This is an optimization exercise on Yosys and OpenROAD, whose aim is small area and a short achievable clock period, not a production implementation.

==> inputs of run E <==
==> flow/design.v (excerpt) <==
module DCT #(parameter horizontal = 1) (
  input wire CLK, input wire RST, input wire i_stb,
  input wire [7:0] i_D0, i_D1, i_D2, i_D3, i_D4, i_D5, i_D6, i_D7,
  output wire o_stb,
  output wire signed [15:0] o_D0, o_D1, o_D2, o_D3, o_D4, o_D5, o_D6, o_D7
);
  wire s_1;
  wire c_2;
  wire s_3;
  wire c_4;
  wire s_5;
  wire c_6;
  wire s_7;
  wire c_8;
  wire s_9;
  wire c_10;
  wire s_11;
  wire c_12;
  wire s_13;
  wire c_14;
  wire s_15;
  wire c_16;
  wire w_17;
  wire w_18;
  wire w_19;
  wire w_20;
  wire w_21;
  wire w_22;
  wire w_23;
  wire w_24;
  wire w_25;
  wire w_26;
  wire w_27;
  wire w_28;
  wire w_29;
  wire w_30;
  wire w_31;
  wire w_32;
  wire w_33;
  wire w_34;
  wire w_35;
  wire w_36;
  wire w_37;
  wire w_38;
  wire w_39;
  wire w_40;
  wire w_41;
  wire w_42;
  wire w_43;
  wire w_44;
  wire w_45;
  wire w_46;
  wire w_47;
  wire w_48;
  wire w_49;
  wire w_50;
  wire w_51;
  wire w_52;
  wire n_53;
  wire n_54;
  wire n_55;
  wire n_56;
  wire n_57;
  wire n_58;
  wire n_59;
  wire n_60;
  wire s_61;
  wire c_62;
  wire s_63;
  wire c_64;
  wire s_65;
  wire c_66;
  wire s_67;
  wire c_68;
  wire s_69;
  wire c_70;
  wire s_71;
  wire c_72;
  wire s_73;
  wire c_74;
  wire s_75;
  wire c_76;
  wire w_77;
  wire w_78;
  wire w_79;
  wire w_80;
  wire w_81;
  wire w_82;
  wire w_83;
  wire w_84;
  wire w_85;
  wire w_86;
  wire w_87;
  wire w_88;
  wire w_89;
  wire w_90;
  wire w_91;
  wire w_92;
  wire w_93;
  wire w_94;
  wire w_95;
  wire w_96;
  wire w_97;
  wire w_98;
  wire w_99;
  ...
export LEC_CHECK = 0
export ABC_CLOCK_PERIOD_IN_PS = 3000
export CAP_MARGIN = 20
export CORE_MARGIN = 2
export CORE_UTILIZATION = 40
export PLACE_DENSITY = 0.6
export SETUP_SLACK_MARGIN = 5
export SLEW_MARGIN = 20
export SYNTH_HIERARCHICAL = 1
export SYNTH_MINIMUM_KEEP_SIZE = 0
create_clock -name core_clock -period 8.0 [get_ports {CLK}]
run.sh (not shown) runs the stock make flow with config.mk's settings and CLKGATE_MAP_FILE= SYNTH_SCRIPT=/design/flow/synth_recipe.tcl, a recipe that flattens the netlist after the stock synthesis.
==> inputs of run Z, as changes to run E <==
==> flow/flow/run.sh (new file) <==
#!/bin/bash
# Own layout flow: the standard layout (standard.sh, standard synthesis unchanged),
# with a tighter setup-repair target and plain buffers on the ports.
# Knobs are set in flow/knobs.txt (one make assignment per line).
set -euo pipefail
here=$(pwd)
python3 - "$here" <<'PY'
import sys, shlex
here = sys.argv[1]
s = open(here + '/standard.sh').read()
knobs = [l.strip() for l in open(here + '/flow/knobs.txt') if l.strip() and not l.startswith('#')]
extra = ' '.join(shlex.quote(k) for k in knobs)
s = s.replace('"${@:-finish}"', extra + ' "${@:-finish}"')
open(here + '/standard_own.sh', 'w').write(s)
PY
bash standard_own.sh > "$here/flow_make.log" 2>&1
==> flow/flow/knobs.txt (new file) <==
SETUP_SLACK_MARGIN=5.2
BUFFER_PORTS_ARGS=-buffer_cell sky130_fd_sc_hd__buf_2
==> flow/standard.sh (new file) <==
#!/bin/bash
# synth_recipe.tcl (not shown) runs the flow's synth.tcl, then flattens the netlist and writes it again
# the make line also repeats each setting of config.mk as NAME=value (left out here)
make -C /OpenROAD-flow-scripts/flow DESIGN_CONFIG=/design/flow/config.mk WORK_HOME=/design/flow/orfs CLKGATE_MAP_FILE= SYNTH_SCRIPT=/design/flow/synth_recipe.tcl "${@:-finish}"
removed: flow/run.sh
==> summary of the runs <==
- Run Z finished clean. Run E passed the timing, DRC and antenna checks.
- Of run Z and run E, run E has the higher utilization (gap 0.25 points).
- In sequential cell count, run E and run Z do not differ.
- Between run E and run Z, the lower worst hold slack is in run Z (gap 0.0053 ns).
- Fmax is about the same in run Z and run E.
Function was not checked in any run of this note: the RTL went through the layout flow alone.

-- port drivers added, routing unchanged --
Ports are ideal in the flow. The routed layouts listed here were re-timed in OpenROAD.
Step 1 (the two cells are an assumption about what drives the block):
set clk [get_ports {CLK}]
set_driving_cell -lib_cell sky130_fd_sc_hd__clkbuf_16 $clk
set_driving_cell -lib_cell sky130_fd_sc_hd__buf_2 [delete_from_list [all_inputs] $clk]
Step 2 times the ports against the registers' clock, not the clock port: input delays grow and output delays shrink by t, the midpoint of the rising clock arrivals with the driver on.
Slacks: ideal / step 1 / step 2; pairs: ideal / step 1.
| run | t (ns) | setup WS [ns] | clock arrival spread, ns | worst slew at a driven data input, ns |
|---|---|---|---|---|
| run E | 0.685 | 5.008 / 5.008 / 4.403 | 0.022 / 0.021 | 0.13 |
| run Z | 0.670 | 5.008 / 5.008 / 4.436 | 0.020 / 0.020 | 0.20 |
After both steps every run listed still meets setup and hold. The setup slack of run E, which loses most, moves by 0.000 ns with the drivers and by -0.605 ns with both steps.
